This design comes from an exercise in tuning for small area on the open sky130 flow, not from production work.
In this exercise RTL edits were held to simulation tests only and were not proved equivalent to the original.
Power is estimated from default activity; no workload was simulated.

File: design/flow/flow/synth.tcl
# synth_recipe.tcl with the final ABC mapping run on the script in $AREA_ABC_SCRIPT
proc synth {args} { yosys synth -nofsm -noshare {*}$args }
proc abc {args} {
  set i [lsearch -exact $args -script]
  if { $i >= 0 && [info exists ::env(AREA_ABC_SCRIPT)] } {
    set f [open $::env(AREA_ABC_SCRIPT) r]
    set s [string trim [read $f]]
    close $f
    lset args [expr { $i + 1 }] "+[join [split $s "\n"] ";"]"
  }
  yosys abc {*}$args
}
source $::env(SCRIPTS_DIR)/synth.tcl
# left out here: clear keep_hierarchy, flatten, clean up, hide names made inside functions, write 1_2_yosys.v
File: design/flow/constraint.sdc
create_clock -name core_clock -period 8.0 [get_ports {clk}]
set_input_delay 1.6000 -clock core_clock [delete_from_list [all_inputs] [get_ports {clk}]]
set_output_delay 1.6000 -clock core_clock [all_outputs]
set_load 0.01 [all_outputs]
File: design/flow/config.mk
export PLATFORM = sky130hd
export DESIGN_NAME = combine
export DESIGN_NICKNAME = combine
export VERILOG_FILES = /design/flow/design.v
export SDC_FILE = /design/flow/constraint.sdc
export NUM_CORES = 4
export LEC_CHECK = 0
export CAP_MARGIN = 20
export CORE_MARGIN = 2
export CORE_UTILIZATION = 40
export SLEW_MARGIN = 20
File: design/flow/flow/area.abc
strash
&get -n
&fraig -x
&deepsyn -T 200
&put
strash
&get -n
&dch -f
&nf -R 1000
&put
strash
&get -n
&deepsyn -T 200
&put
strash
&get -n
&dch -f
&nf -R 1000
&put
strash
&get -n
&deepsyn -T 200
&put
strash
&get -n
&dch -f
&nf -R 1000
&put
topo
File: design/flow/standard.sh
#!/bin/bash
# synth_recipe.tcl (not shown) runs the flow's synth.tcl, then flattens the netlist and writes it again
# the make line also repeats each setting of config.mk as NAME=value (left out here)
make -C /OpenROAD-flow-scripts/flow DESIGN_CONFIG=/design/flow/config.mk WORK_HOME=/design/flow/orfs CLKGATE_MAP_FILE= SYNTH_SCRIPT=/design/flow/synth_recipe.tcl "${@:-finish}"
File: design/flow/flow/run.sh
#!/bin/bash
# Own layout flow: the standard layout (standard.sh), except that
# * synthesis maps the logic with an area-oriented ABC script (area.abc:
#   three rounds of a 200-second &deepsyn AIG optimisation, each followed
#   by &nf area mapping) and
#   without the platform's half/full adder cells. Synthesis is otherwise
#   the standard flow's own script (synth_recipe.tcl: synth -nofsm -noshare, flatten,
#   renames), so the registers keep the standard synthesis's names and cells;
# * every port still gets its buffer, but a small one (buf_1);
# * clock tree synthesis builds the tree from clkbuf_8 cells, without dummy loads.
set -euo pipefail
W=$PWD
F=$W/flow
export AREA_ABC_SCRIPT=$F/area.abc
make -C "$FLOW_HOME" DESIGN_CONFIG="$W/config.mk" WORK_HOME="$W/orfs" CLKGATE_MAP_FILE= \
  SYNTH_SCRIPT="$F/synth.tcl" ADDER_MAP_FILE= synth > "$W/synth.log" 2>&1
bash "$W/standard.sh" ADDER_MAP_FILE= \
  "BUFFER_PORTS_ARGS=-buffer_cell sky130_fd_sc_hd__buf_1" \
  "CTS_ARGS=-sink_clustering_enable -repair_clock_nets -dont_use_dummy_load -buf_list sky130_fd_sc_hd__clkbuf_8" \
  > "$W/layout.log" 2>&1
File: design/flow/design.v
module combine(led1, led2, led3, led4, led5, led6, l_red, l_blue, sw0, sw1, btn, clk, rst);
    input sw0, sw1;
    input rst;
    input [3:0] btn;
    input clk;
    output [6:0] led1, led2;
    output [6:0] led3, led4;
    output [6:0] led5, led6;
    output l_red, l_blue;
    reg [3:0] e0;
    reg [2:0] pc, pq;
    wire [3:0] pn = btn & ~e0;
    wire pn_one = (pn == 4'b0001) | (pn == 4'b0010) | (pn == 4'b0100) | (pn == 4'b1000);
    wire [1:0] pn_idx = {pn[3] | pn[2], pn[3] | pn[1]};
    wire [2:0] pn_code = pn_one ? {1'b1, pn_idx} : {2'b00, |pn};
    reg sw0_l, sw1_l;       
    reg [4:0] cnt;          
    reg rph, bph;
    reg [2:0] rj, bj;
    reg [2:0] mode;
    reg sw1p;
    reg [4:0] hr;
    reg [5:0] mn, sc;
    reg [3:0] mm;
    reg [5:0] dd;
    reg [4:0] ahr;
    reg [5:0] amin;
    reg [4:0] ch;
    reg [5:0] cm, cs;
    reg cflag, tout;
    wire enb = (cnt == 5'd2);      
    wire any = pq[2] | pq[0];
    wire b3 = pq[2] & pq[1] & pq[0];
    wire b2 = pq[2] & pq[1] & ~pq[0];
    wire b1 = pq[2] & ~pq[1] & pq[0];
    wire b0 = pq[2] & ~pq[1] & ~pq[0];
    wire md0 = (mode == 3'd0), md1 = (mode == 3'd1), md2 = (mode == 3'd2), md3 = (mode == 3'd3);
    wire al = sw0_l & (hr == ahr) & (mn == amin);
    function h23;  input [4:0] h; h23 = h[4] & h[2] & h[1] & h[0]; endfunction
    function m59;  input [5:0] m; m59 = m[5] & m[4] & m[3] & m[1] & m[0]; endfunction
    function [4:0] hinc; input [4:0] h; hinc = h23(h) ? 5'd0 : h + 5'd1; endfunction
    function [4:0] hdec; input [4:0] h; hdec = (h == 5'd0) ? 5'd23 : h - 5'd1; endfunction
    function [5:0] minc; input [5:0] m; minc = m59(m) ? 6'd0 : m + 6'd1; endfunction
    function [5:0] mdec; input [5:0] m; mdec = (m == 6'd0) ? 6'd59 : m - 6'd1; endfunction
    wire tick = enb & ~any;
    wire sc59 = m59(sc), mn59 = m59(mn), mn0 = (mn == 6'd0);
    wire mn_up = (md0 & b1) | (tick & sc59);
    wire mn_dn = md0 & b0;
    wire hr_up = (md0 & (b3 | (b1 & mn59))) | (tick & sc59 & mn59);
    wire hr_dn = md0 & (b2 | (b0 & mn0));
    wire [5:0] n_sc = tick ? minc(sc) : sc;
    wire [4:0] hx = (any & md2) ? ahr : (any & md3) ? ch : hr;
    wire [5:0] mx = (any & md2) ? amin : (any & md3 & b2) ? cm : (any & md3) ? cs : mn;
    wire [4:0] h_inc = hinc(hx), h_dec = hdec(hx);
    wire [5:0] m_inc = minc(mx), m_dec = mdec(mx);
    wire [5:0] n_mn = mn_up ? m_inc : mn_dn ? m_dec : mn;
    wire [4:0] n_hr = hr_up ? h_inc : hr_dn ? h_dec : hr;
    wire mm0    = (mm == 4'd0);
    wire mm2    = ~mm[3] & ~mm[2] & mm[1] & ~mm[0];
    wire mm12   = mm[3] & mm[2];
    wire mm_le1 = ~mm[3] & ~mm[2] & ~mm[1];
    wire is31   = mm[3] ^ mm[0];                           
    wire is30   = ~(mm[3] ^ mm[0]) & (mm[3] | mm[2]);      
    wire dd_le1 = (dd <= 6'd1);
    wire eom = (is31 & (dd >= 6'd31)) | (mm2 & (dd >= 6'd28)) | (is30 & (dd >= 6'd30));
    wire som = is30 | (dd_le1 & ~mm0);                     
    wire midnight = h23(hr) & mn59 & sc59;
    wire day_up = md1 & (b1 | (~any & midnight));
    wire day_dn = md1 & b0;
    wire mm_up = (md1 & b3) | (day_up & eom);
    wire mm_dn = (md1 & b2) | (day_dn & som);
    wire [3:0] mm_inc = mm12 ? 4'd1 : mm + 4'd1;
    wire [3:0] mm_dec = mm_le1 ? 4'd12 : mm - 4'd1;
    wire [3:0] n_mm = mm_up ? mm_inc : mm_dn ? mm_dec : (md1 & mm0) ? 4'd1 : mm;
    reg [5:0] n_dd;
    always @* begin
        n_dd = dd;
        if (day_up) n_dd = eom ? 6'd1 : dd + 6'd1;
        else if (day_dn) begin
            if (is30) n_dd = 6'd30;
            else if (dd_le1 & mm2) n_dd = 6'd28;
            else if (dd_le1 & ~mm0) n_dd = 6'd31;
            else n_dd = dd - 6'd1;
        end else if (md1 & mm0) n_dd = 6'd1;
    end
    wire [4:0] n_ahr = (md2 & b3) ? h_inc : (md2 & b2) ? h_dec : ahr;
    wire [5:0] n_amin = (md2 & b1) ? m_inc : (md2 & b0) ? m_dec : amin;
    wire cz_s = (cs == 6'd0), cz_m = (cm == 6'd0), cz_h = (ch == 5'd0);
    wire dn = enb & cflag & ~(cz_s & cz_m & cz_h);
    wire [5:0] n_cs = dn ? (cz_s ? 6'd59 : cs - 6'd1) : (md3 & b1) ? m_inc : cs;
    wire [5:0] n_cm = (dn & cz_s) ? (cz_m ? 6'd59 : cm - 6'd1) : (md3 & b2) ? m_inc : cm;
    wire [4:0] n_ch = (dn & cz_s & cz_m) ? ch - 5'd1 : (md3 & b3) ? h_inc : ch;
    wire n_cflag = cflag ^ (md3 & b0);
    wire n_tout = enb ? (cflag & (tout | (cz_s & cz_m & cz_h))) : tout;
    wire [2:0] n_mode = (sw1_l != sw1p) ? ((mode >= 3'd5) ? 3'd0 : mode + 3'd1) : mode;
    always @(posedge clk) begin
        if (rst) begin
            e0 <= 4'd0; pc <= 3'd0; pq <= 3'd0;
            sw0_l <= 1'b0; sw1_l <= 1'b0;
            cnt <= 5'd0;
            rph <= 1'b0; rj <= 3'd0; bph <= 1'b0; bj <= 3'd0;
            mode <= 3'd0; sw1p <= 1'b0;
            hr <= 5'd0; mn <= 6'd0; sc <= 6'd0;
            mm <= 4'd0; dd <= 6'd0;
            ahr <= 5'd0; amin <= 6'd0;
            ch <= 5'd0; cm <= 6'd0; cs <= 6'd0; cflag <= 1'b0; tout <= 1'b0;
        end else begin
            e0 <= btn; pc <= pn_code; pq <= pc;
            sw0_l <= sw0; sw1_l <= sw1;
            cnt <= (cnt >= 5'd19) ? 5'd0 : cnt + 5'd1;
            if (al) begin
                rj <= (rj == 3'd5) ? 3'd0 : rj + 3'd1;
                rph <= rph ^ (rj == 3'd0);
            end
            if (n_tout) begin
                bj <= (bj == 3'd5) ? 3'd0 : bj + 3'd1;
                bph <= bph ^ (bj == 3'd0);
            end
            mode <= n_mode; sw1p <= sw1_l;
            hr <= n_hr; mn <= n_mn; sc <= n_sc;
            mm <= n_mm; dd <= n_dd;
            ahr <= n_ahr; amin <= n_amin;
            ch <= n_ch; cm <= n_cm; cs <= n_cs; cflag <= n_cflag; tout <= n_tout;
        end
    end
    assign l_red  = rph;
    assign l_blue = bph;
    reg [5:0] v1, v2, v3;
    always @* begin
        case (mode)
            3'd0: begin v1 = {1'b0, hr}; v2 = mn; v3 = sc; end
            3'd1: begin v1 = {2'b0, mm}; v2 = dd; v3 = cs; end
            3'd2: begin v1 = {1'b0, ahr}; v2 = amin; v3 = cs; end
            default: begin v1 = {1'b0, ch}; v2 = cm; v3 = cs; end
        endcase
    end
    wire [3:0] t1 = v1 / 6'd10, u1 = v1 % 6'd10;
    wire [3:0] t2 = v2 / 6'd10, u2 = v2 % 6'd10;
    wire [3:0] t3 = v3 / 6'd10, u3 = v3 % 6'd10;
    reg [3:0] d1, d2, d3, d4, d5, d6;
    always @* begin
        d1 = t1; d2 = u1; d3 = t2; d4 = u2; d5 = t3; d6 = u3;
        case (mode)
            3'd1: begin d5 = 4'd2; d6 = 4'd4; end
            3'd2: begin d5 = 4'd2; d6 = 4'd2; end
            3'd4: begin d1 = 4'd4; d2 = 4'd4; d3 = 4'd4; d4 = 4'd4; d5 = 4'd4; d6 = 4'd4; end
            3'd5: begin d1 = 4'd8; d2 = 4'd8; d3 = 4'd8; d4 = 4'd8; d5 = 4'd8; d6 = 4'd8; end
            default: ;
        endcase
    end
    function [6:0] seg;
        input [3:0] d;
        case (d)
            4'd0: seg = 7'b0000001;
            4'd1: seg = 7'b1001111;
            4'd2: seg = 7'b0010010;
            4'd3: seg = 7'b0000110;
            4'd4: seg = 7'b1001100;
            4'd5: seg = 7'b0100100;
            4'd6: seg = 7'b0100000;
            4'd7: seg = 7'b0001111;
            4'd8: seg = 7'b0000000;
            4'd9: seg = 7'b0000100;
            default: seg = 7'b0000000;
        endcase
    endfunction
    assign led1 = seg(d1);
    assign led2 = seg(d2);
    assign led3 = seg(d3);
    assign led4 = seg(d4);
    assign led5 = seg(d5);
    assign led6 = seg(d6);
endmodule
==> run_results.csv, run 1 <==
group,metric,value,unit
outcome,status,"timing/DRC/antenna clean",
grt,first_global_vias,5150,
power,swShare,0.380,
logic_synthesis,synth-xor-area-share,0.0554,
sta,fin_setup_tns,0,ns
cells_and_area,nets,787,
min_path,holdPathStages,1,
clock_network,clock-sinks,86,
clock_network,cts_setup_buffers,0,
power,irDropWorstVdd,0.125,mV
logic_synthesis,yosysTopAreaCellShare,0.330,
worst_setup_path,crit_family,"compound AO/OA/AOI/OAI gates",
sta,slew_headroom,0.387,
drt,wire_per_inst,17.5,µm
worst_setup_path,path_buf_inv,1,
logic_synthesis,synth_cell_types,53,
clock_network,clock_latency,0.38,ns
grt,grt.total_usage,0.239,
power,net-switching-power,0.416,mW
logic_synthesis,synthAdderAreaFrac,0,
die,io_pins,52,
worst_setup_path,critPathRequiredTime,6.40,ns
worst_setup_path,cp.arrival,4.46,ns
power,p_total,1.09,mW
sta,finalSetupViolations,0,
drt,viasPerCell,5.89,
logic_synthesis,netlist_top_cells_area,"dfxtp_1, nor2_1, nand2_1",
logic_synthesis,syn-cell-area,5210,µm²
sta,period_needed,6.06,ns
power,power-per-cell-area,190,nW/µm²
power,clockPowerShare,0.225,
logic_synthesis,synth-simple-area-share,0.311,
logic_synthesis,synth_nets,725,
logic_synthesis,synth_common_cells,"nor2_1, nand2_1, dfxtp_1",
clock_network,tritoncts,"yes",
sta,skew,0.0294,ns
grt,antenna_found_initial,0,
sta,timing.fmax,0.165,GHz
die,die-area,14000,µm²
die,fp.dieW,118,µm
logic_synthesis,synth_warnings,1,
worst_setup_path,start_kind,"register",
worst_setup_path,rr_worst_depth,12,
placement,gp_congestion,0.940,
logic_synthesis,avgSynthCellArea,7.27,µm²
placement,port_buffers,50,
logic_synthesis,synth_most_common_cell,"nor2_1",
drt,drc,0,
power,p_comb_frac,0.333,
worst_setup_path,endpoint_kind,"output pin",
worst_setup_path,cp_slowest_cell,"nor2_1",
power,intPower,0.676,mW
drt,drt_pass1_iterations,7,
clock_network,cts.htree.levels,3,
logic_synthesis,synth_compound_area_frac,0.259,
logic_synthesis,synth_top_cell_by_area,"dfxtp_1",
clock_network,clk_path_buf_depth,2,
worst_setup_path,max_stage_delay,0.64,ns
drt,finalWirelength,16600,µm
die,die_h,118,µm
logic_synthesis,ys_ff_latch,86,
clock_network,cts_root_buffer,"clkbuf_8",
cells_and_area,layout-drive-gt1-share,0.0167,
clock_network,cts_buffers,9,
clock_network,ctsHoldBuffers,0,
logic_synthesis,synth_flop_cell,"dfxtp_1",
sta,slew_violations,0,
min_path,min_path_type,"reg2reg",
worst_setup_path,cp.depth,11,
logic_synthesis,synth_edf_count,0,
sta,hold_violations,0,
placement,dp_slack,2.42,ns
worst_setup_path,crit_chain,"nor2_1 > nor2b_1 > a22o_1 > a21oi_1 > a21boi_0 > nor2_1 > nand3b_1 > a21boi_0 > a21oi_1 > nor4_1 > buf_1",
placement,dp.final_hpwl,12600,µm
power,seqPwrFrac,0.442,
cells_and_area,area_growth,10.3,%
cells_and_area,finalCoreUtilization,0.454,
sta,worst_slew_pin_slew,0.907,ns
drt,drtIter0Drc,481,
grt,grt_max_degree,58,
die,num_rows,41,
die,core,12700,µm²
drt,ant_nets,0,
sta,setup_slack,1.94,ns
logic_synthesis,ys_seq_area_frac,0.330,
worst_setup_path,cp_max_fo,12,
clock_network,cts_resized,0,
logic_synthesis,async_flop_share,0,
logic_synthesis,synth_top_family_by_area,"simple AND/OR/NAND/NOR gates",
flow_run,maxCapViolations,0,
drt,via_count,5593,
cells_and_area,antennaDiodeCount,0,
worst_setup_path,path_class,"reg2out",
power,leakage,2.13,nW
sta,period_share,0.758,
die,start_util,0.411,
grt,grt_pass1_wl,26600,µm
logic_synthesis,syn_inst,717,
logic_synthesis,synth.area.mux_share,0.0283,
sta,rsz0062_at_grt,"no",
clock_network,clk_pin_slew,0.07,ns
grt,overflow,0,
[cell type report]
type	count	area [µm²]
Timing Repair Buffer	52	204
Multi-Input combinational cell	611	3410
Clock buffer	9	124
Tap cell	172	215
Inverter	19	71.3
Sequential cell	86	1720
Fill cell	1318	6920
[stage by stage]
step / area (µm²) / std cells / hold slack, ns
floorplan: 5210 / 717 / 0.414
CTS: 5750 / 949 / 0.439
finish: 5750 / 949 / 0.436
global placement: 5620 / 940 / 0.421
global route: 5750 / 949 / 0.464
detailed placement: 5620 / 940 / 0.421
[cell usage in the layout, fill, tap and decap left out, types with 7 or more instances in the layout]
cell / Yosys / layout
nor2_1: 102 / 102
nand2_1: 98 / 98
dfxtp_1: 86 / 86
a21oi_1: 64 / 64
o21ai_0: 56 / 56
buf_1: 0 / 49
nor3_1: 37 / 37
nor2b_1: 24 / 24
clkinv_1: 19 / 19
o21a_1: 18 / 18
nand3_1: 18 / 18
xor2_1: 17 / 17
xnor2_1: 16 / 16
nor4_1: 14 / 14
nand2b_1: 13 / 13
o22ai_1: 13 / 13
a22oi_1: 12 / 12
and3_1: 11 / 11
clkbuf_8: 0 / 9
mux2i_1: 8 / 8
a22o_1: 8 / 8
and2_0: 7 / 7
or2_0: 7 / 7
[cells by family (layout without fill, tap and decap cells)]
group	count (synthesis)	in the layout
mux	13	13
other cells	1	1
buf+inv	20	80
simple gates	347	347
xor+xnor	33	33
flops	86	86
compound gates	217	217
[registers in the layout, summed over array words and instances (netlist names), 6 cells and up]
name / flops
mn: 6
cs: 6
dd: 6
amin: 6
cm: 6
sc: 6
[routing by layer]
layer	up-vias	track usage	wire, µm	share of wire
met5	-	0	0	0
met4	0	0.0949	416	0.025
met3	28	0.0487	970	0.058
met2	213	0.390	7800	0.47
met1	2634	0.310	7400	0.45
li1	2718	-	-	-
[worst paths after layout]
kind	start	endpoint	slack, ns
worst max-delay path	mode[0]$_SDFFE_PP0P_	led2[4]	1.94
worst min-delay path	pc[1]$_SDFF_PP0_	pq[1]$_SDFF_PP0_	0.44
worst max register to register	mode[0]$_SDFFE_PP0P_	amin[5]$_SDFFE_PP0P_	3.97
worst min register to register	pc[1]$_SDFF_PP0_	pq[1]$_SDFF_PP0_	0.44
[power groups by stage]
stage	logic, mW	registers (mW)	clock network [mW]
6_report	0.364	0.483	0.246
5_1_grt	0.406	0.486	0.271
4_1_cts	0.361	0.481	0.254
3_5_place_dp	0.360	0.491	0
3_3_place_gp	0.349	0.491	0
2_1_floorplan	0.254	0.480	0
==> run 2, diff against run 1 <==
--- a/design/flow/design.v
+++ b/design/flow/design.v
@@ -14,7 +14,8 @@
     wire [1:0] pn_idx = {pn[3] | pn[2], pn[3] | pn[1]};
     wire [2:0] pn_code = pn_one ? {1'b1, pn_idx} : {2'b00, |pn};
     reg sw0_l, sw1_l;       
-    reg [4:0] cnt;          
+    reg [1:0] cq;
+    reg [2:0] c5;
     reg rph, bph;
     reg [2:0] rj, bj;
     reg [2:0] mode;
@@ -28,7 +29,7 @@
     reg [4:0] ch;
     reg [5:0] cm, cs;
     reg cflag, tout;
-    wire enb = (cnt == 5'd2);      
+    wire enb = cq[1] & cq[0] & c5[1] & ~c5[0];      
     wire any = pq[2] | pq[0];
     wire b3 = pq[2] & pq[1] & pq[0];
     wire b2 = pq[2] & pq[1] & ~pq[0];
@@ -97,7 +98,7 @@
         if (rst) begin
             e0 <= 4'd0; pc <= 3'd0; pq <= 3'd0;
             sw0_l <= 1'b0; sw1_l <= 1'b0;
-            cnt <= 5'd0;
+            cq <= 2'd0; c5 <= 3'd0;
             rph <= 1'b0; rj <= 3'd0; bph <= 1'b0; bj <= 3'd0;
             mode <= 3'd0; sw1p <= 1'b0;
             hr <= 5'd0; mn <= 6'd0; sc <= 6'd0;
@@ -107,14 +108,15 @@
         end else begin
             e0 <= btn; pc <= pn_code; pq <= pc;
             sw0_l <= sw0; sw1_l <= sw1;
-            cnt <= (cnt >= 5'd19) ? 5'd0 : cnt + 5'd1;
+            cq <= {cq[0], ~cq[1]};
+            c5 <= c5[2] ? 3'd0 : c5 + 3'd1;
             if (al) begin
-                rj <= (rj == 3'd5) ? 3'd0 : rj + 3'd1;
-                rph <= rph ^ (rj == 3'd0);
+                rj <= {rj[1], rj[0], ~rj[2]};
+                rph <= rph ^ (~rj[2] & ~rj[0]);
             end
             if (n_tout) begin
-                bj <= (bj == 3'd5) ? 3'd0 : bj + 3'd1;
-                bph <= bph ^ (bj == 3'd0);
+                bj <= {bj[1], bj[0], ~bj[2]};
+                bph <= bph ^ (~bj[2] & ~bj[0]);
             end
             mode <= n_mode; sw1p <= sw1_l;
             hr <= n_hr; mn <= n_mn; sc <= n_sc;
--- a/design/flow/flow/run.sh
+++ b/design/flow/flow/run.sh
@@ -16,5 +16,5 @@
   SYNTH_SCRIPT="$F/synth.tcl" ADDER_MAP_FILE= synth > "$W/synth.log" 2>&1
 bash "$W/standard.sh" ADDER_MAP_FILE= \
   "BUFFER_PORTS_ARGS=-buffer_cell sky130_fd_sc_hd__buf_1" \
-  "CTS_ARGS=-sink_clustering_enable -repair_clock_nets -dont_use_dummy_load -buf_list sky130_fd_sc_hd__clkbuf_8" \
+  "CTS_ARGS=-repair_clock_nets -dont_use_dummy_load -buf_list sky130_fd_sc_hd__clkbuf_16" \
   > "$W/layout.log" 2>&1
==> design/flow/flow/area.abc (replaced) <==
strash
&get -n
&fraig -x
&put
dc2
strash
&get -n
&dch -f
&nf -R 1000
&put
topo
==> run 2 against run 1 <==
Effect of this change: flip-flop and latch count did not move; critical path depth grew 8; non-clock buffer count increased by 3; utilization about the same; die area increased by 6.4%; worst setup slack worse by 0.60 ns; wire length fell by 0.31%; global-route usage shrank 1.2 points; first-iteration DRC count increased by 14%; maximum frequency decreased by 9.1%; critical path type unchanged; largest power group unchanged.
==> run_results.csv, run 2 <==
group,metric,value,unit
drt,wire_per_inst,15.9,µm
logic_synthesis,synth-xor-area-share,0.0599,
clock_network,clock-sinks,86,
drt,drt_pass1_iterations,5,
clock_network,clock_latency,0.36,ns
worst_setup_path,endpoint_kind,"output pin",
cells_and_area,layout-drive-gt1-share,0.0186,
logic_synthesis,ys_seq_area_frac,0.310,
min_path,holdPathStages,1,
sta,skew,0.0260,ns
sta,finalSetupViolations,0,
logic_synthesis,synth_warnings,1,
logic_synthesis,synth_cell_types,47,
die,die-area,14800,µm²
logic_synthesis,synth_flop_cell,"dfxtp_1",
worst_setup_path,critPathRequiredTime,6.40,ns
worst_setup_path,cp.arrival,5.07,ns
drt,ant_nets,0,
clock_network,tritoncts,"yes",
worst_setup_path,path_common_cell,"nor2b_1",
grt,first_global_vias,5164,
flow_run,maxCapViolations,0,
power,power-per-cell-area,174,nW/µm²
logic_synthesis,netlist_top_cells_area,"dfxtp_1, nor2_1, a21oi_1",
sta,rsz0062_at_grt,"no",
logic_synthesis,async_flop_share,0,
cells_and_area,layout_commonest_cell,"nor2_1",
min_path,hp-start,"pc[1]$_SDFF_PP0_",
clock_network,clk_pin_slew,0.06,ns
power,p_total,1.08,mW
sta,worst_slew_pin_slew,0.923,ns
die,io_pins,52,
die,fp.dieW,122,µm
worst_setup_path,crit_family,"simple AND/OR/NAND/NOR gates",
grt,grt_pass1_wl,26900,µm
cells_and_area,antennaDiodeCount,0,
power,irDropWorstVdd,0.103,mV
logic_synthesis,synthAdderAreaFrac,0,
worst_setup_path,cp_max_fo,13,
drt,finalWirelength,16500,µm
clock_network,cts.htree.levels,3,
logic_synthesis,ys_ff_latch,86,
worst_setup_path,max_stage_delay,0.73,ns
grt,antenna_found_initial,0,
cells_and_area,final_cell_area,6230,µm²
die,start_util,0.405,
die,num_rows,43,
logic_synthesis,synth_most_common_cell,"nor2_1",
logic_synthesis,syn-cell-area,5560,µm²
die,die_h,122,µm
logic_synthesis,synth.area.mux_share,0.0198,
worst_setup_path,crit_chain,"nor2b_1 > nor2b_1 > a221oi_1 > nand2_1 > o21ai_0 > nand3_1 > o21ai_0 > nand2b_1 > a31oi_1 > xnor2_1 > nor2b_1 > o21ai_0 > nor2b_1 > xnor2_1 > a21oi_1 > a21o_1 > nand2b_1 > a21oi_1 > buf_1",
logic_synthesis,yosysTopAreaCellShare,0.310,
outcome,status,"timing/DRC/antenna clean",
logic_synthesis,synth-simple-area-share,0.326,
sta,timing.fmax,0.150,GHz
logic_synthesis,avgSynthCellArea,6.98,µm²
drt,viasPerCell,5.73,
clock_network,ctsHoldBuffers,0,
clock_network,cts_buffers,9,
logic_synthesis,synth_compound_area_frac,0.264,
clock_network,clk_path_buf_depth,2,
sta,setup_slack,1.33,ns
sta,hold_violations,0,
logic_synthesis,synth_common_cells,"nor2_1, nand2_1, a21oi_1",
cells_and_area,finalCoreUtilization,0.454,
placement,port_buffers,50,
clock_network,cts_resized,0,
drt,via_count,5957,
logic_synthesis,synth_top_family_by_area,"simple AND/OR/NAND/NOR gates",
clock_network,cts_setup_buffers,0,
sta,slew_violations,0,
cells_and_area,final_cell_mix,"nor2_1, nand2_1, a21oi_1, dfxtp_1, buf_1",
worst_setup_path,start_kind,"register",
sta,fin_setup_tns,0,ns
sta,period_needed,6.67,ns
min_path,min_path_type,"reg2reg",
clock_network,cts_root_buffer,"clkbuf_16",
worst_setup_path,r2r_start,"mode[0]$_SDFFE_PP0P_",
cells_and_area,nets,869,
worst_setup_path,path_class,"reg2out",
logic_synthesis,synth_edf_count,0,
logic_synthesis,synth_nets,804,
logic_synthesis,synth_top_cell_by_area,"dfxtp_1",
worst_setup_path,r2r_slack,4.09,ns
placement,gp_congestion,0.938,
worst_setup_path,reg2reg_to,"cs[5]$_SDFFE_PP0P_",
power,leakage,2.31,nW
worst_setup_path,cp_slowest_cell,"nor2b_1",
min_path,min_to,"pq[1]$_SDFF_PP0_",
logic_synthesis,syn_inst,796,
sta,slew_headroom,0.382,
worst_setup_path,rr_worst_depth,11,
placement,dp_slack,1.80,ns
die,core,13700,µm²
placement,place_area,6000,µm²
drt,drtIter0Drc,550,
grt,grt_max_degree,84,
sta,period_share,0.833,
grt,grt.total_usage,0.228,
grt,overflow,0,
cells_and_area,area_growth,12.1,%
worst_setup_path,path_buf_inv,1,
placement,dp.final_hpwl,12100,µm
drt,drc,0,
==> run 2: how the worst max path moves through the flow <==
| stage | from | end | depth (start not counted) |
|---|---|---|---|
| 4_1_cts | mode[0]$_SDFFE_PP0P_ | led4[0] | 19 |
| 3_3_place_gp | mode[0]$_SDFFE_PP0P_ | led4[0] | 19 |
| 3_5_place_dp | mode[0]$_SDFFE_PP0P_ | led4[0] | 19 |
| 2_1_floorplan | mode[1]$_SDFFE_PP0P_ | led4[0] | 17 |
| 5_1_grt | mode[0]$_SDFFE_PP0P_ | led4[3] | 19 |
| 6_report | mode[0]$_SDFFE_PP0P_ | led4[0] | 19 |
==> run 2: final cells by class <==
class | instances | area (µm²)
Clock buffer | 9 | 225
Tap cell | 180 | 225
Multi-Input combinational cell | 683 | 3730
Inverter | 26 | 97.6
Sequential cell | 86 | 1720
Fill cell | 1421 | 7490
Timing Repair Buffer | 55 | 226
==> run 2: report_power, final <==
part	internal [mW]	switching, mW	leakage, nW	total [mW]
sequential	0.445	0.0246	0.699	0.470
clock	0.198	0.160	0.111	0.357
combinational	0.0892	0.165	1.50	0.254
==> run 2: cells by family after synthesis <==
logic type             after synthesis
AND/OR/NAND/NOR                    398
AO/OA/AOI/OAI                      235
flip-flops                          86
XOR/XNOR                            38
buffers and inverters               27
multiplexers                        11
other                                1
==> run 2: worst reg2reg max path, cell delays in order, from the launching register on <==
cell and delay [ns]:
dfxtp_1 0.54, nand2_1 0.14, or2_0 0.28, nor2_1 0.74, nand2_1 0.13, nand3_1 0.11
o21ai_0 0.32, nor3_1 0.36, nand2_1 0.10, a21boi_0 0.66, o21ai_0 0.20, a211oi_1 0.24
==> run 2: per-layer routing <==
layer	track usage	routed length [µm]	vias to the layer above	share of wire
met3	0.0501	1120	22	0.068
met2	0.348	7130	215	0.43
met5	0	0	-	0
met4	0.0596	289	0	0.017
li1	-	-	3005	-
met1	0.324	7990	2715	0.48
==> run 2: through the flow <==
stage / hold slack, ns / std cells
3_3_place_gp: 0.415 / 1030
4_1_cts: 0.437 / 1039
2_1_floorplan: 0.403 / 796
6_report: 0.434 / 1039
5_1_grt: 0.465 / 1039
3_5_place_dp: 0.423 / 1030
==> run 3, diff against run 2 <==
--- a/design/flow/flow/run.sh
+++ b/design/flow/flow/run.sh
@@ -16,5 +16,5 @@
   SYNTH_SCRIPT="$F/synth.tcl" ADDER_MAP_FILE= synth > "$W/synth.log" 2>&1
 bash "$W/standard.sh" ADDER_MAP_FILE= \
   "BUFFER_PORTS_ARGS=-buffer_cell sky130_fd_sc_hd__buf_1" \
-  "CTS_ARGS=-repair_clock_nets -dont_use_dummy_load -buf_list sky130_fd_sc_hd__clkbuf_16" \
+  "CTS_ARGS=-sink_clustering_enable -sink_clustering_size 40 -sink_clustering_max_diameter 300 -repair_clock_nets -dont_use_dummy_load -buf_list sky130_fd_sc_hd__clkbuf_16" \
   > "$W/layout.log" 2>&1
==> run 3 against run 2 <==
Effect of this change: still clean on timing, DRC and antenna; wire length stayed put; utilization did not move; non-clock buffer count unchanged; clock-buffer cell count stayed put; global-route usage unchanged; cell count unchanged; die area did not move; synthesized cell count unchanged; clock skew unchanged; critical endpoint unchanged; largest power group unchanged.
==> run_results.csv, run 3 <==
group,metric,value,unit
outcome,status,"timing/DRC/antenna clean",
drt,drtIter0Drc,550,
cells_and_area,area_growth,12.1,%
clock_network,tritoncts,"yes",
logic_synthesis,synth_warnings,1,
sta,rsz0062_at_grt,"no",
drt,drc,0,
sta,hold_violations,0,
worst_setup_path,path_class,"reg2out",
drt,viasPerCell,5.73,
drt,drt_pass1_iterations,5,
clock_network,cts_buffers,9,
drt,wire_per_inst,15.9,µm
worst_setup_path,cp_max_fo,13,
clock_network,cts_setup_buffers,0,
worst_setup_path,cp_slowest_cell,"nor2b_1",
die,core,13700,µm²
worst_setup_path,cp.arrival,5.07,ns
die,num_rows,43,
die,start_util,0.405,
cells_and_area,fillers,1421,
logic_synthesis,synth.area.mux_share,0.0198,
die,fp.dieW,122,µm
logic_synthesis,synthAdderAreaFrac,0,
flow_run,maxCapViolations,0,
power,power-per-cell-area,174,nW/µm²
drt,ant_nets,0,
grt,grt_pass1_wl,26900,µm
logic_synthesis,synth_nets,804,
logic_synthesis,synth_common_cells,"nor2_1, nand2_1, a21oi_1",
worst_setup_path,start_kind,"register",
clock_network,clock-sinks,86,
worst_setup_path,crit_chain,"nor2b_1 > nor2b_1 > a221oi_1 > nand2_1 > o21ai_0 > nand3_1 > o21ai_0 > nand2b_1 > a31oi_1 > xnor2_1 > nor2b_1 > o21ai_0 > nor2b_1 > xnor2_1 > a21oi_1 > a21o_1 > nand2b_1 > a21oi_1 > buf_1",
clock_network,clk_path_buf_depth,2,
cells_and_area,layout_commonest_cell,"nor2_1",
worst_setup_path,endpoint_kind,"output pin",
placement,dp.final_hpwl,12100,µm
sta,period_needed,6.67,ns
sta,slew_headroom,0.382,
placement,dp_slack,1.80,ns
cells_and_area,antennaDiodeCount,0,
logic_synthesis,ys_ff_latch,86,
worst_setup_path,path_common_cell,"nor2b_1",
grt,grt.total_usage,0.228,
logic_synthesis,synth_top_family_by_area,"simple AND/OR/NAND/NOR gates",
clock_network,clock_latency,0.36,ns
cells_and_area,nets,869,
logic_synthesis,synth_most_common_cell,"nor2_1",
cells_and_area,multi_input_area,3730,µm²
placement,port_buffers,50,
logic_synthesis,ys_seq_area_frac,0.310,
worst_setup_path,max_stage_delay,0.73,ns
sta,skew,0.0260,ns
power,irDropWorstVdd,0.103,mV
sta,fin_setup_tns,0,ns
logic_synthesis,synth-xor-area-share,0.0599,
clock_network,cts_resized,0,
logic_synthesis,netlist_top_cells_area,"dfxtp_1, nor2_1, a21oi_1",
sta,worst_slew_pin_slew,0.923,ns
drt,via_count,5957,
logic_synthesis,avgSynthCellArea,6.98,µm²
drt,finalWirelength,16500,µm
clock_network,cts_root_buffer,"clkbuf_16",
logic_synthesis,synth_compound_area_frac,0.264,
sta,finalSetupViolations,0,
logic_synthesis,synth_edf_count,0,
logic_synthesis,synth_flop_cell,"dfxtp_1",
cells_and_area,final_cell_mix,"nor2_1, nand2_1, a21oi_1, dfxtp_1, buf_1",
placement,gp_congestion,0.938,
clock_network,cts.htree.levels,3,
cells_and_area,layout-drive-gt1-share,0.0186,
sta,timing.fmax,0.150,GHz
power,leakage,2.31,nW
die,die_h,122,µm
logic_synthesis,synth_cell_types,47,
logic_synthesis,yosysTopAreaCellShare,0.310,
logic_synthesis,synth-simple-area-share,0.326,
grt,first_global_vias,5164,
min_path,min_path_type,"reg2reg",
worst_setup_path,critPathRequiredTime,6.40,ns
grt,antenna_found_initial,0,
sta,period_share,0.833,
clock_network,clk_pin_slew,0.06,ns
die,die-area,14800,µm²
cells_and_area,final-seq-area,1720,µm²
logic_synthesis,syn-cell-area,5560,µm²
logic_synthesis,synth_top_cell_by_area,"dfxtp_1",
sta,slew_violations,0,
sta,setup_slack,1.33,ns
die,io_pins,52,
grt,overflow,0,
logic_synthesis,syn_inst,796,
clock_network,ctsHoldBuffers,0,
grt,grt_max_degree,84,
logic_synthesis,async_flop_share,0,
-- run 3: cell counts in the layout (fill, tap and decap cells not counted) --
No cell type changed its count.
-- run 3: layer usage --
layer  share of wire  wire length, µm  track usage
met5               0                0            0
met4           0.017              289       0.0596
met3           0.068             1120       0.0501
met2            0.43             7130        0.348
met1            0.48             7990        0.324
-- run 3: kinds of logic (layout without fill, tap and decap cells) --
logic type | count (synthesis) | in the layout
buf+inv | 27 | 90
flops | 86 | 86
other cells | 1 | 1
xor+xnor | 38 | 38
mux | 11 | 11
simple gates | 398 | 398
compound gates | 235 | 235
-- run 3: per-stage QoR --
stage / hold slack, ns / utilization / power, mW / area [µm²] / instances
after floorplan: 0.403 / - / 0.653 / 5560 / 796
after global placement: 0.415 / 0.438 / 0.729 / 6000 / 1030
after detailed placement: 0.423 / 0.438 / 0.730 / 6000 / 1030
after CTS: 0.437 / 0.454 / 1.09 / 6230 / 1039
after global routing: 0.465 / 0.454 / 1.14 / 6230 / 1039
final: 0.434 / 0.454 / 1.08 / 6230 / 1039
-- run 3: path summary, 6_finish.rpt --
check,start,endpoint,slack [ns],cells past startpoint
worst max register to register,mode[0]$_SDFFE_PP0P_,cs[5]$_SDFFE_PP0P_,4.09,11
worst max-delay path,mode[0]$_SDFFE_PP0P_,led4[0],1.33,19
worst min-delay path,pc[1]$_SDFF_PP0_,pq[1]$_SDFF_PP0_,0.43,1
worst min register to register,pc[1]$_SDFF_PP0_,pq[1]$_SDFF_PP0_,0.43,1
-- run 3: layout make-up --
cell class,instances,share of cell area
tap,180,0.0362
clock buffer,9,0.0362
sequential,86,0.276
inverter,26,0.0157
multi-input combinational,683,0.599
timing repair buffer,55,0.0364
-- run 3: report_power, final --
group          total (mW)  internal [mW]  switching (mW)
sequential          0.470          0.445          0.0246
clock               0.357          0.198           0.160
combinational       0.254         0.0892           0.165
-- run 3: critical path: cells and delay by family, from the launching register on --
kind,cells,cell delay (ns)
buffers and inverters,1,0.16
DFF,1,0.54
xor gates and xnor gates,2,0.25
AOI/OAI and AO/OA,8,1.70
and+or+nand+nor,8,2.06
==> run 4, diff against run 3 <==
--- a/design/flow/flow/run.sh
+++ b/design/flow/flow/run.sh
@@ -16,5 +16,5 @@
   SYNTH_SCRIPT="$F/synth.tcl" ADDER_MAP_FILE= synth > "$W/synth.log" 2>&1
 bash "$W/standard.sh" ADDER_MAP_FILE= \
   "BUFFER_PORTS_ARGS=-buffer_cell sky130_fd_sc_hd__buf_1" \
-  "CTS_ARGS=-sink_clustering_enable -sink_clustering_size 40 -sink_clustering_max_diameter 300 -repair_clock_nets -dont_use_dummy_load -buf_list sky130_fd_sc_hd__clkbuf_16" \
+  "CTS_ARGS=-sink_clustering_enable -repair_clock_nets -dont_use_dummy_load -buf_list sky130_fd_sc_hd__clkbuf_8" \
   > "$W/layout.log" 2>&1
==> design/flow/flow/area.abc (replaced) <==
strash
&get -n
&fraig -x
&deepsyn -T 200
&put
strash
&get -n
&dch -f
&nf -R 1000
&put
strash
&get -n
&deepsyn -T 200
&put
strash
&get -n
&dch -f
&nf -R 1000
&put
strash
&get -n
&deepsyn -T 200
&put
strash
&get -n
&dch -f
&nf -R 1000
&put
topo
==> run 4 against run 3 <==
Effect of this change: total power up 6.3%; still clean on timing, DRC and antenna; synthesized cell count down 11%; largest power group unchanged; register-to-register slack got worse by 0.13 ns; flip-flop and latch count unchanged; area after synthesis is 6.2% lower; clock power fell by 31%; utilization fell by 0.054 points; highest routed layer unchanged; maximum frequency increased by 5.7%; cell count down 9.5%.
==> run_results.csv, run 4 <==
group,metric,value,unit
worst_setup_path,cp.arrival,4.70,ns
sta,period_share,0.788,
grt,antenna_found_initial,0,
worst_setup_path,cp_slowest_cell,"dfxtp_1",
logic_synthesis,synth-xor-area-share,0.0420,
cells_and_area,finalCoreUtilization,0.454,
die,fp.dieW,118,µm
clock_network,clock-sinks,86,
clock_network,clk_pin_slew,0.08,ns
cells_and_area,area_growth,10.3,%
die,start_util,0.411,
sta,hold_violations,0,
worst_setup_path,rr_worst_depth,12,
die,core,12700,µm²
clock_network,cts.htree.levels,3,
logic_synthesis,synth_top_family_by_area,"simple AND/OR/NAND/NOR gates",
clock_network,cts_root_buffer,"clkbuf_8",
logic_synthesis,ys_seq_area_frac,0.331,
logic_synthesis,synth_edf_count,0,
outcome,status,"timing/DRC/antenna clean",
worst_setup_path,max_stage_delay,0.91,ns
drt,finalWirelength,16100,µm
sta,period_needed,6.30,ns
logic_synthesis,ys_ff_latch,86,
power,power-per-cell-area,200,nW/µm²
min_path,hp-start,"cq[1]$_SDFF_PP0_",
logic_synthesis,synth_cell_types,50,
worst_setup_path,path_buf_inv,1,
logic_synthesis,avgSynthCellArea,7.36,µm²
worst_setup_path,r2r_slack,3.96,ns
cells_and_area,final_cell_mix,"nor2_1, dfxtp_1, nand2_1, a21oi_1, o21ai_0",
cells_and_area,layout_commonest_cell,"nor2_1",
grt,grt_pass1_wl,25600,µm
grt,grt_max_degree,39,
logic_synthesis,synth_common_cells,"nor2_1, dfxtp_1, nand2_1",
placement,dp_cells,931,
drt,drt-met1-wl,7440,µm
drt,wire_per_inst,17.2,µm
drt,met3_length,1010,µm
cells_and_area,multi_input_area,3390,µm²
grt,first_global_vias,5029,
logic_synthesis,async_flop_share,0,
worst_setup_path,path_common_cell,"nor2_1",
cells_and_area,final_cell_area,5750,µm²
placement,port_buffers,50,
cells_and_area,final-seq-area,1720,µm²
logic_synthesis,syn-cell-area,5210,µm²
worst_setup_path,start_kind,"register",
worst_setup_path,r2r_start,"mode[1]$_SDFFE_PP0P_",
logic_synthesis,synth-simple-area-share,0.301,
logic_synthesis,synth_compound_area_frac,0.277,
worst_setup_path,crit_family,"simple AND/OR/NAND/NOR gates",
sta,skew,0.0255,ns
drt,dr.max_layer_used,"met4",
logic_synthesis,synth_flop_cell,"dfxtp_1",
power,leakage,2.13,nW
clock_network,clk_path_buf_depth,2,
logic_synthesis,synth_top_cell_by_area,"dfxtp_1",
worst_setup_path,reg2reg_to,"mn[4]$_SDFFE_PP0P_",
placement,gp_congestion,0.919,
sta,worst_slew_pin_slew,1.05,ns
flow_run,maxCapViolations,0,
clock_network,cts_buffers,9,
logic_synthesis,netlist_top_cells_area,"dfxtp_1, nor2_1, a21oi_1",
clock_network,cts_setup_buffers,0,
clock_network,ctsHoldBuffers,0,
logic_synthesis,syn_inst,708,
drt,ant_nets,0,
logic_synthesis,yosysTopAreaCellShare,0.331,
cells_and_area,fillers,1351,
drt,via_count,5491,
worst_setup_path,endpoint_kind,"output pin",
drt,drt_pass1_iterations,5,
sta,rsz0062_at_grt,"no",
cells_and_area,antennaDiodeCount,0,
sta,slew_headroom,0.291,
min_path,min_to,"cq[0]$_SDFF_PP0_",
worst_setup_path,cp_max_fo,25,
drt,viasPerCell,5.84,
worst_setup_path,path_class,"reg2out",
die,die-area,14000,µm²
logic_synthesis,synth.area.mux_share,0.0291,
logic_synthesis,synth_warnings,1,
power,irDropWorstVdd,0.115,mV
worst_setup_path,critPathRequiredTime,6.40,ns
logic_synthesis,synth_most_common_cell,"nor2_1",
worst_setup_path,crit_chain,"nor2b_1 > a221oi_1 > nor2_1 > and2_0 > nor2_1 > a221oi_1 > nand2_1 > nand3_1 > a21boi_0 > nor2_1 > nor3_1 > buf_1",
drt,drc,0,
clock_network,cts_resized,0,
die,die_h,118,µm
logic_synthesis,synth_nets,716,
sta,slew_violations,0,
cells_and_area,layout-drive-gt1-share,0.0182,
placement,place_area,5620,µm²
drt,drtIter0Drc,387,
clock_network,clock_latency,0.39,ns
sta,fin_setup_tns,0,ns
cells_and_area,fin_cells,940,
grt,grt.total_usage,0.229,
drt,wl_met2,7430,µm
logic_synthesis,synthAdderAreaFrac,0,
placement,dp.final_hpwl,12200,µm
grt,overflow,0,
cells_and_area,nets,778,
clock_network,tritoncts,"yes",
sta,timing.fmax,0.159,GHz
die,num_rows,41,
die,io_pins,52,
min_path,min_path_type,"reg2reg",
sta,finalSetupViolations,0,
min_path,holdPathStages,1,
## run 4: layout make-up
| class | count | share of cell area |
|---|---|---|
| Clock buffer | 9 | 0.0216 |
| Inverter | 25 | 0.0163 |
| Multi-Input combinational cell | 596 | 0.590 |
| Sequential cell | 86 | 0.300 |
| Tap cell | 172 | 0.0374 |
| Timing Repair Buffer | 52 | 0.0355 |
## run 4: worst max-delay path by stage
stage | start | end | slack, ns | cells after the start
floorplan | mode[1]$_SDFFE_PP0P_ | led4[0] | 2.59 | 11
global placement | mode[1]$_SDFFE_PP0P_ | led4[0] | 2.38 | 12
detailed placement | mode[1]$_SDFFE_PP0P_ | led4[0] | 2.17 | 15
CTS | mode[1]$_SDFFE_PP0P_ | led4[0] | 1.74 | 15
global route | mode[1]$_SDFFE_PP0P_ | led4[0] | 1.22 | 12
finish | mode[1]$_SDFFE_PP0P_ | led4[0] | 1.70 | 12
## run 4: report_power, final
group	total, mW	leakage, nW	switching, mW	internal, mW
sequential	0.515	0.701	0.0553	0.459
clock	0.247	0.0647	0.146	0.101
combinational	0.388	1.37	0.246	0.143
total	1.15	2.13	0.447	0.703
## run 4: logic make-up (layout without fill, tap and decap cells)
logic type      count (synthesis)  in the layout
other cells                     1              1
mux                            13             13
buf+inv                        26             86
simple gates                  329            329
compound gates                228            228
flops                          86             86
xor+xnor                       25             25
## run 4: stage by stage
stage | power, mW | hold WS (ns) | worst slack (ns)
floorplan | 0.776 | 0.389 | 2.59
global placement | 0.900 | 0.405 | 2.38
detailed placement | 0.906 | 0.404 | 2.17
CTS | 1.15 | 0.416 | 1.74
global route | 1.22 | 0.449 | 1.22
finish | 1.15 | 0.415 | 1.70
## run 4: per-layer routing
metal,GRT usage,up-vias
met5,0,-
met4,0.0648,0
met3,0.0484,15
met2,0.383,206
met1,0.295,2544
li1,-,2726
==> run 5, diff against run 4 <==
==> design/flow/flow/run.sh (replaced) <==
#!/bin/bash
# Own layout flow: the standard layout (standard.sh), except that
# * synthesis maps the logic with an area-oriented ABC script (area.abc:
#   three rounds of a 200-second &deepsyn AIG optimisation, each followed by
#   &nf area mapping) and without the platform's half/full adder cells.
#   &deepsyn is randomised, so synthesis runs four times in parallel with
#   different &deepsyn seeds and the layout continues from the run with the
#   smallest cell area. Synthesis is otherwise the standard flow's own script
#   (synth_recipe.tcl: synth -nofsm -noshare, flatten, renames), so the
#   registers keep the standard synthesis's names and cells;
# * every port still gets its buffer, but a small one (buf_1);
# * clock tree synthesis builds the tree from clkbuf_8 cells, without dummy loads.
# Each tool's output goes to a log here: synth_sN.log for synthesis run N,
# synth_pick.log for the choice, layout.log for the rest of the layout.
set -uo pipefail
W=$PWD
F=$W/flow
P=${FLOW_PLATFORM:-sky130hd}
SEEDS="0 7 23 61"
for s in $SEEDS; do
  sed "s/&deepsyn -T \([0-9]*\)/\&deepsyn -T \1 -S $s/" "$F/area.abc" > "$W/area_s$s.abc"
  AREA_ABC_SCRIPT="$W/area_s$s.abc" make -C "$FLOW_HOME" DESIGN_CONFIG="$W/config.mk" \
    WORK_HOME="$W/orfs_s$s" CLKGATE_MAP_FILE= SYNTH_SCRIPT="$F/synth.tcl" ADDER_MAP_FILE= \
    synth > "$W/synth_s$s.log" 2>&1 &
done
wait
best=""
bestarea=""
for s in $SEEDS; do
  stat="$W/orfs_s$s/reports/$P/combine/base/synth_stat.txt"
  [[ -f "$stat" && -f "$W/orfs_s$s/results/$P/combine/base/1_synth.odb" ]] || continue
  area=$(sed -n "s/.*Chip area for module .*: *//p" "$stat" | head -1)
  echo "seed $s: area $area" >> "$W/synth_pick.log"
  if [[ -z "$best" ]] || awk -v a="$area" -v b="$bestarea" 'BEGIN { exit !(a < b) }'; then
    best=$s
    bestarea=$area
  fi
done
if [[ -z "$best" ]]; then
  echo "no synthesis run finished" >> "$W/synth_pick.log"
  exit 1
fi
echo "picked seed $best (area $bestarea)" >> "$W/synth_pick.log"
mv "$W/orfs_s$best" "$W/orfs"
set -e
bash "$W/standard.sh" ADDER_MAP_FILE= \
  "BUFFER_PORTS_ARGS=-buffer_cell sky130_fd_sc_hd__buf_1" \
  "CTS_ARGS=-sink_clustering_enable -repair_clock_nets -dont_use_dummy_load -buf_list sky130_fd_sc_hd__clkbuf_8" \
  > "$W/layout.log" 2>&1
==> design/flow/flow/area.abc (replaced) <==
strash
&get -n
&fraig -x
&deepsyn -T 5
&put
strash
&get -n
&dch -f
&nf -R 1000
&put
strash
&get -n
&deepsyn -T 5
&put
strash
&get -n
&dch -f
&nf -R 1000
&put
strash
&get -n
&deepsyn -T 5
&put
strash
&get -n
&dch -f
&nf -R 1000
&put
topo
==> run 5 against run 4 <==
Effect of this change: sequential share of layout area decreased by 0.26 points; highest routed layer unchanged; cell area up 0.87%; clock skew fell by 0.011 ns; still clean; critical path depth increased by 2.
==> run_results.csv, run 5 <==
group,metric,value,unit
clock_network,clock-sinks,86,
logic_synthesis,synth_flop_cell,"dfxtp_1",
placement,port_buffers,50,
worst_setup_path,cp_max_fo,12,
placement,gp_congestion,0.990,
drt,viasPerCell,5.97,
power,irDropWorstVdd,0.0952,mV
drt,finalWirelength,16600,µm
grt,grt_pass1_wl,27300,µm
grt,antenna_found_initial,0,
logic_synthesis,ys_ff_latch,86,
grt,first_global_vias,5369,
logic_synthesis,netlist_top_cells_area,"dfxtp_1, nor2_1, nand2_1",
die,num_rows,41,
drt,drtIter0Drc,636,
min_path,min_path_type,"reg2reg",
min_path,min_to,"cq[0]$_SDFF_PP0_",
die,die_h,119,µm
grt,overflow,0,
sta,slew_headroom,0.312,
cells_and_area,final_cell_area,5800,µm²
die,start_util,0.414,
worst_setup_path,rr_worst_depth,11,
power,power-per-cell-area,170,nW/µm²
min_path,holdPathStages,1,
logic_synthesis,ys_seq_area_frac,0.327,
clock_network,cts_buffers,9,
logic_synthesis,synth_top_cell_by_area,"dfxtp_1",
sta,setup_slack,1.76,ns
placement,place_area,5670,µm²
sta,rsz0062_at_grt,"no",
drt,drc,0,
cells_and_area,fin_cells,967,
power,leakage,2.09,nW
drt,via_count,5770,
drt,drt_pass1_iterations,5,
die,core,12700,µm²
sta,worst_slew_pin_slew,1.02,ns
sta,period_share,0.780,
logic_synthesis,synth_most_common_cell,"nor2_1",
clock_network,ctsHoldBuffers,0,
worst_setup_path,max_stage_delay,0.64,ns
sta,period_needed,6.24,ns
min_path,hp-start,"cq[1]$_SDFF_PP0_",
cells_and_area,layout-drive-gt1-share,0.0151,
cells_and_area,area_growth,10.2,%
clock_network,cts_root_buffer,"clkbuf_8",
placement,dp_slack,2.23,ns
cells_and_area,antennaDiodeCount,0,
logic_synthesis,syn_inst,735,
logic_synthesis,avgSynthCellArea,7.16,µm²
worst_setup_path,cp.arrival,4.64,ns
clock_network,tritoncts,"yes",
worst_setup_path,path_class,"reg2out",
sta,timing.fmax,0.160,GHz
clock_network,cts_resized,0,
clock_network,cts_setup_buffers,0,
logic_synthesis,syn-cell-area,5260,µm²
outcome,status,"timing/DRC/antenna clean",
logic_synthesis,async_flop_share,0,
logic_synthesis,synth_nets,743,
die,io_pins,52,
sta,hold_violations,0,
cells_and_area,final_cell_mix,"nor2_1, nand2_1, dfxtp_1, a21oi_1, buf_1",
worst_setup_path,crit_family,"simple AND/OR/NAND/NOR gates",
cells_and_area,layout_commonest_cell,"nor2_1",
grt,grt_max_degree,78,
worst_setup_path,endpoint_kind,"output pin",
sta,skew,0.0147,ns
worst_setup_path,cp_slowest_cell,"nor2_1",
cells_and_area,nets,805,
worst_setup_path,r2r_start,"pq[2]$_SDFF_PP0_",
logic_synthesis,synth_cell_types,46,
sta,slew_violations,0,
cells_and_area,fillers,1378,
die,die-area,14100,µm²
worst_setup_path,critPathRequiredTime,6.40,ns
worst_setup_path,start_kind,"register",
logic_synthesis,synth_warnings,1,
logic_synthesis,yosysTopAreaCellShare,0.327,
die,fp.dieW,119,µm
clock_network,clk_pin_slew,0.09,ns
cells_and_area,finalCoreUtilization,0.456,
sta,finalSetupViolations,0,
worst_setup_path,reg2reg_to,"mn[4]$_SDFFE_PP0P_",
flow_run,maxCapViolations,0,
placement,dp_cells,958,
drt,wire_per_inst,17.2,µm
sta,fin_setup_tns,0,ns
clock_network,cts.htree.levels,3,
worst_setup_path,crit_chain,"or2_0 > nor2_1 > a221oi_1 > or2_0 > xnor2_1 > nand2_1 > mux2i_1 > mux2_1 > or3_1 > nand4_1 > nor2_1 > o32ai_1 > nand3_1 > buf_1",
worst_setup_path,r2r_slack,3.89,ns
clock_network,clock_latency,0.37,ns
logic_synthesis,synth_common_cells,"nor2_1, nand2_1, dfxtp_1",
worst_setup_path,path_buf_inv,1,
logic_synthesis,synth_edf_count,0,
clock_network,clk_path_buf_depth,2,
drt,ant_nets,0,
placement,dp.final_hpwl,12700,µm
grt,grt.total_usage,0.238,
[run 5: cell count changes in the layout (fill, tap and decap cells not counted), sizes merged, moves of 6 or more]
| cell | delta |
|---|---|
| o22ai | +9 |
| nand2 | +18 |
| nand3 | +11 |
| nand4 | +7 |
| a22oi | -6 |
| a21o | -12 |
| xor2 | -8 |
| nor4 | -6 |
| or2 | +8 |
[run 5: metal layers]
| layer | GRT usage | vias to the layer above | wire length, µm | part of all wire |
|---|---|---|---|---|
| li1 | - | 2812 | - | - |
| met1 | 0.324 | 2691 | 7620 | 0.46 |
| met2 | 0.376 | 238 | 7570 | 0.45 |
| met3 | 0.0454 | 29 | 1090 | 0.066 |
| met4 | 0.0804 | 0 | 367 | 0.022 |
| met5 | 0 | - | 0 | 0 |
[run 5: stage by stage]
stage	power [mW]	hold slack, ns
global placement	0.737	0.405
floorplan	0.657	0.389
detailed placement	0.745	0.409
CTS	0.992	0.419
global route	1.05	0.444
finish	0.986	0.418
[run 5: cell type report]
class | instances | area, µm² | area share
clock buffers | 9 | 124 | 0.0214
flip-flops and latches | 86 | 1720 | 0.297
repair buffers | 52 | 204 | 0.0352
inverters | 29 | 109 | 0.0188
multi-input cells | 619 | 3420 | 0.591
well taps | 172 | 215 | 0.0371
[run 5: cell families (layout without fill, tap and decap cells)]
family,after synthesis,after routing,synth area share
other cells,1,1,0.000713
mux,12,12,0.0233
flops,86,86,0.327
simple gates,363,363,0.323
compound gates,224,224,0.272
buf+inv,30,90,0.0221
xor+xnor,19,19,0.0316
[run 5: how the worst max path moves through the flow]
stage | start | end | slack [ns] | cells after the start
after floorplan | mode[0]$_SDFFE_PP0P_ | led4[3] | 2.86 | 13
after global placement | mode[0]$_SDFFE_PP0P_ | led4[2] | 2.49 | 14
after detailed placement | mode[0]$_SDFFE_PP0P_ | led4[2] | 2.23 | 14
after CTS | mode[0]$_SDFFE_PP0P_ | led4[2] | 1.83 | 14
after global routing | mode[0]$_SDFFE_PP0P_ | led4[2] | 1.43 | 14
final | mode[0]$_SDFFE_PP0P_ | led4[2] | 1.76 | 14
[run 5: where the power goes]
part | switching (mW) | total [mW] | internal [mW]
logic | 0.178 | 0.272 | 0.0941
clock network | 0.145 | 0.246 | 0.101
registers | 0.0248 | 0.468 | 0.443
total | 0.348 | 0.986 | 0.638
[run 5: worst register-to-register path: stages (launching register included)]
cell	delay [ns]
dfxtp_1	0.68
nand2_1	0.43
nor3_1	0.90
nand3_1	0.21
o311ai_0	0.17
a31oi_1	0.20
nor2_1	0.19
and2_0	0.24
nor2_1	0.07
a211oi_1	0.64
a2bb2oi_1	0.15
a21oi_1	0.17
==> run 6, diff against run 5 <==
==> design/flow/flow/area.abc (replaced) <==
strash
&get -n
&fraig -x
&deepsyn -T 200
&put
strash
&get -n
&dch -f
&nf -R 1000
&put
strash
&get -n
&deepsyn -T 200
&put
strash
&get -n
&dch -f
&nf -R 1000
&put
strash
&get -n
&deepsyn -T 200
&put
strash
&get -n
&dch -f
&nf -R 1000
&put
topo
==> run 6 against run 5 <==
Effect of this change: combinational power decreased by 7%; wire length shrank 8.1%; utilization shrank 0.70 points; flip-flop and latch count unchanged; clock-buffer cell count unchanged; non-clock buffer count down 1.
==> run_results.csv, run 6 <==
group,metric,value,unit
cells_and_area,layout_commonest_cell,"nor2_1",
worst_setup_path,crit_chain,"and2_0 > a22oi_1 > nand2_1 > a21oi_1 > nor3_1 > o31a_1 > o21ai_0 > or3_1 > o21ai_0 > nor2_1 > xor2_1 > a21boi_0 > nor2_1 > a211oi_1 > buf_1",
logic_synthesis,synth_most_common_cell,"nor2_1",
worst_setup_path,start_kind,"register",
sta,slew_headroom,0.419,
logic_synthesis,ys_ff_latch,86,
sta,skew,0.0123,ns
clock_network,cts_buffers,9,
logic_synthesis,synth_warnings,1,
power,p_comb_frac,0.260,
die,die_h,117,µm
drt,viasPerCell,5.74,
drt,drc,0,
logic_synthesis,syn-cell-area,5110,µm²
worst_setup_path,rr_worst_depth,10,
worst_setup_path,setup.worst_path.start,"mode[1]$_SDFFE_PP0P_",
sta,period_needed,6.76,ns
logic_synthesis,syn_inst,688,
die,start_util,0.407,
power,intPower,0.637,mW
drt,drt_pass1_iterations,5,
worst_setup_path,r2r_start,"pq[2]$_SDFF_PP0_",
die,num_rows,41,
logic_synthesis,synth_common_cells,"nor2_1, dfxtp_1, nand2_1",
clock_network,cts_resized,0,
logic_synthesis,netlist_top_cells_area,"dfxtp_1, nor2_1, a21oi_1",
grt,antenna_found_initial,0,
cells_and_area,area_growth,10.3,%
grt,grt.total_usage,0.229,
min_path,min_path_type,"reg2reg",
logic_synthesis,async_flop_share,0,
placement,port_buffers,50,
clock_network,cts.htree.levels,3,
sta,slew_violations,0,
logic_synthesis,synth_nets,696,
grt,grt_pass1_wl,24100,µm
cells_and_area,fillers,1302,
clock_network,clk_path_buf_depth,2,
clock_network,tritoncts,"yes",
worst_setup_path,max_stage_delay,0.89,ns
worst_setup_path,r2r_slack,4.41,ns
cells_and_area,final_cell_mix,"nor2_1, dfxtp_1, nand2_1, a21oi_1, buf_1",
power,leakage,2.10,nW
logic_synthesis,synth_cell_types,54,
clock_network,clock-sinks,86,
placement,place_area,5520,µm²
clock_network,cts_root_buffer,"clkbuf_8",
logic_synthesis,yosysTopAreaCellShare,0.337,
sta,period_share,0.845,
worst_setup_path,critPathRequiredTime,6.40,ns
clock_network,clock_latency,0.38,ns
die,core,12600,µm²
placement,gp_congestion,0.958,
drt,ant_nets,0,
die,io_pins,52,
power,irDropWorstVdd,0.111,mV
logic_synthesis,synth_flop_cell,"dfxtp_1",
grt,overflow,0,
die,fp.dieW,117,µm
cells_and_area,final_cell_area,5640,µm²
worst_setup_path,cp.arrival,5.16,ns
power,power-per-cell-area,173,nW/µm²
drt,finalWirelength,15300,µm
power,net-switching-power,0.339,mW
cells_and_area,antennaDiodeCount,0,
worst_setup_path,endpoint_kind,"output pin",
power,swShare,0.347,
placement,dp_cells,910,
grt,grt_max_degree,47,
worst_setup_path,cp_slowest_cell,"dfxtp_1",
sta,worst_slew_pin_slew,0.870,ns
worst_setup_path,endpoint,"led4[1]",
cells_and_area,layout-drive-gt1-share,0.0147,
logic_synthesis,synth_top_cell_by_area,"dfxtp_1",
grt,first_global_vias,4782,
drt,drtIter0Drc,340,
outcome,status,"timing/DRC/antenna clean",
sta,fin_setup_tns,0,ns
die,die-area,13700,µm²
logic_synthesis,ys_seq_area_frac,0.337,
sta,rsz0062_at_grt,"no",
clock_network,clk_pin_slew,0.08,ns
cells_and_area,fin_cells,919,
clock_network,cts_setup_buffers,0,
cells_and_area,nets,757,
placement,dp.final_hpwl,11600,µm
sta,timing.fmax,0.148,GHz
drt,via_count,5274,
clock_network,ctsHoldBuffers,0,
sta,finalSetupViolations,0,
worst_setup_path,reg2reg_to,"amin[5]$_SDFFE_PP0P_",
logic_synthesis,avgSynthCellArea,7.43,µm²
flow_run,maxCapViolations,0,
logic_synthesis,synth_edf_count,0,
power,clockPowerShare,0.258,
worst_setup_path,path_class,"reg2out",
worst_setup_path,cp_max_fo,27,
power,p_total,0.976,mW
power,seqPwrFrac,0.482,
drt,wire_per_inst,16.6,µm
sta,hold_violations,0,
-- run 6: cell types whose count changed after synthesis, sizes merged, moves of 5 or more --
| cell | before | now |
|---|---|---|
| a221oi | 7 | 2 |
| a21oi | 58 | 64 |
| a22o | 8 | 17 |
| mux2i | 10 | 5 |
| o22ai | 21 | 9 |
| nand3 | 25 | 20 |
| xor2 | 9 | 18 |
| o21ai | 48 | 31 |
| xnor2 | 10 | 17 |
| nor2 | 107 | 94 |
| nand2 | 88 | 83 |
| nor3 | 44 | 38 |
| clkinv | 29 | 19 |
| nor4 | 9 | 4 |
-- run 6: through the flow --
step,hold WS [ns],utilization,worst slack [ns]
2_1_floorplan,0.389,-,2.16
3_3_place_gp,0.404,0.439,2.04
3_5_place_dp,0.420,0.439,1.66
4_1_cts,0.432,0.449,1.23
5_1_grt,0.454,0.449,0.839
6_report,0.429,0.449,1.24
-- run 6: metal layers --
layer,track usage,routed length [µm],vias to the layer above
li1,-,-,2631
met1,0.305,6960,2444
met2,0.365,6940,165
met3,0.0386,921,34
met4,0.105,472,0
met5,0,0,-
-- run 6: critical path: cells and delay by family, from the launching register on --
| family | cells | cell delay (ns) |
|---|---|---|
| AND/OR/NAND/NOR | 6 | 1.86 |
| buffers and inverters | 1 | 0.17 |
| AO/OA/AOI/OAI | 7 | 1.66 |
| XOR/XNOR | 1 | 0.19 |
| flip-flops | 1 | 0.89 |
-- run 6: how the worst min path moves through the flow --
stage | from | depth (start not counted) | slack [ns] | end
6_report | cq[1]$_SDFF_PP0_ | 1 | 0.43 | cq[0]$_SDFF_PP0_
5_1_grt | cq[1]$_SDFF_PP0_ | 1 | 0.45 | cq[0]$_SDFF_PP0_
4_1_cts | cq[1]$_SDFF_PP0_ | 1 | 0.43 | cq[0]$_SDFF_PP0_
3_5_place_dp | cq[1]$_SDFF_PP0_ | 1 | 0.42 | cq[0]$_SDFF_PP0_
3_3_place_gp | cq[1]$_SDFF_PP0_ | 1 | 0.40 | cq[0]$_SDFF_PP0_
2_1_floorplan | cq[1]$_SDFF_PP0_ | 1 | 0.39 | cq[0]$_SDFF_PP0_
-- run 6: final cells by class --
class / count / area, µm² / share of cell area
multi-input cells: 582 / 3310 / 0.587
flip-flops and latches: 86 / 1720 / 0.305
inverters: 19 / 71.3 / 0.0126
repair buffers: 51 / 196 / 0.0348
well taps: 172 / 215 / 0.0382
clock buffers: 9 / 124 / 0.0220
-- run 6: cell families after synthesis --
family | after synthesis | share of synthesized area
AO/OA/AOI/OAI | 210 | 0.268
flip-flops | 86 | 0.337
multiplexers | 8 | 0.0164
AND/OR/NAND/NOR | 328 | 0.303
buffers and inverters | 20 | 0.0154
other | 1 | 0.000734
XOR/XNOR | 35 | 0.0600
-- run 6: power groups by stage --
stage,Combinational [mW],Sequential [mW],Clock [mW]
2_1_floorplan,0.179,0.471,0
3_3_place_gp,0.246,0.480,0
3_5_place_dp,0.252,0.480,0
4_1_cts,0.253,0.470,0.260
5_1_grt,0.284,0.473,0.278
6_report,0.253,0.470,0.252

[static timing again, ports no longer ideal]
Ports are ideal in the flow. The routed layouts listed here were re-timed in OpenROAD. Step 1: set_driving_cell puts a clkbuf_16 on clk and a buf_2 on each other input, an assumption about the parent block. Step 2 moves the port delays by t, midway between the first and last clock arrival at a register: inputs arrive t later, outputs are due t later. That takes back most of the time a late clock gives input paths. Slacks: ideal ports / drivers / drivers and shift; pairs: ideal ports / drivers.
| run | t (ns) | setup slack, ns | worst hold slack (ns) | worst slew at a driven data input, ns | cell pins on the clock port's net |
|---|---|---|---|---|---|
| run 1 | 0.404 | 1.939 / 1.903 / 2.307 | 0.436 / 0.436 / 0.436 | 0.03 | 1 |
| run 2 | 0.384 | 1.334 / 1.294 / 1.678 | 0.434 / 0.434 / 0.434 | 0.03 | 1 |
| run 3 | 0.384 | 1.334 / 1.294 / 1.678 | 0.434 / 0.434 / 0.434 | 0.03 | 1 |
| run 4 | 0.407 | 1.697 / 1.663 / 2.070 | 0.415 / 0.415 / 0.415 | 0.05 | 1 |
| run 5 | 0.399 | 1.761 / 1.729 / 2.129 | 0.418 / 0.418 / 0.418 | 0.04 | 1 |
| run 6 | 0.405 | 1.236 / 1.202 / 1.607 | 0.429 / 0.429 / 0.429 | 0.03 | 1 |
After both steps every run listed still meets setup and hold.
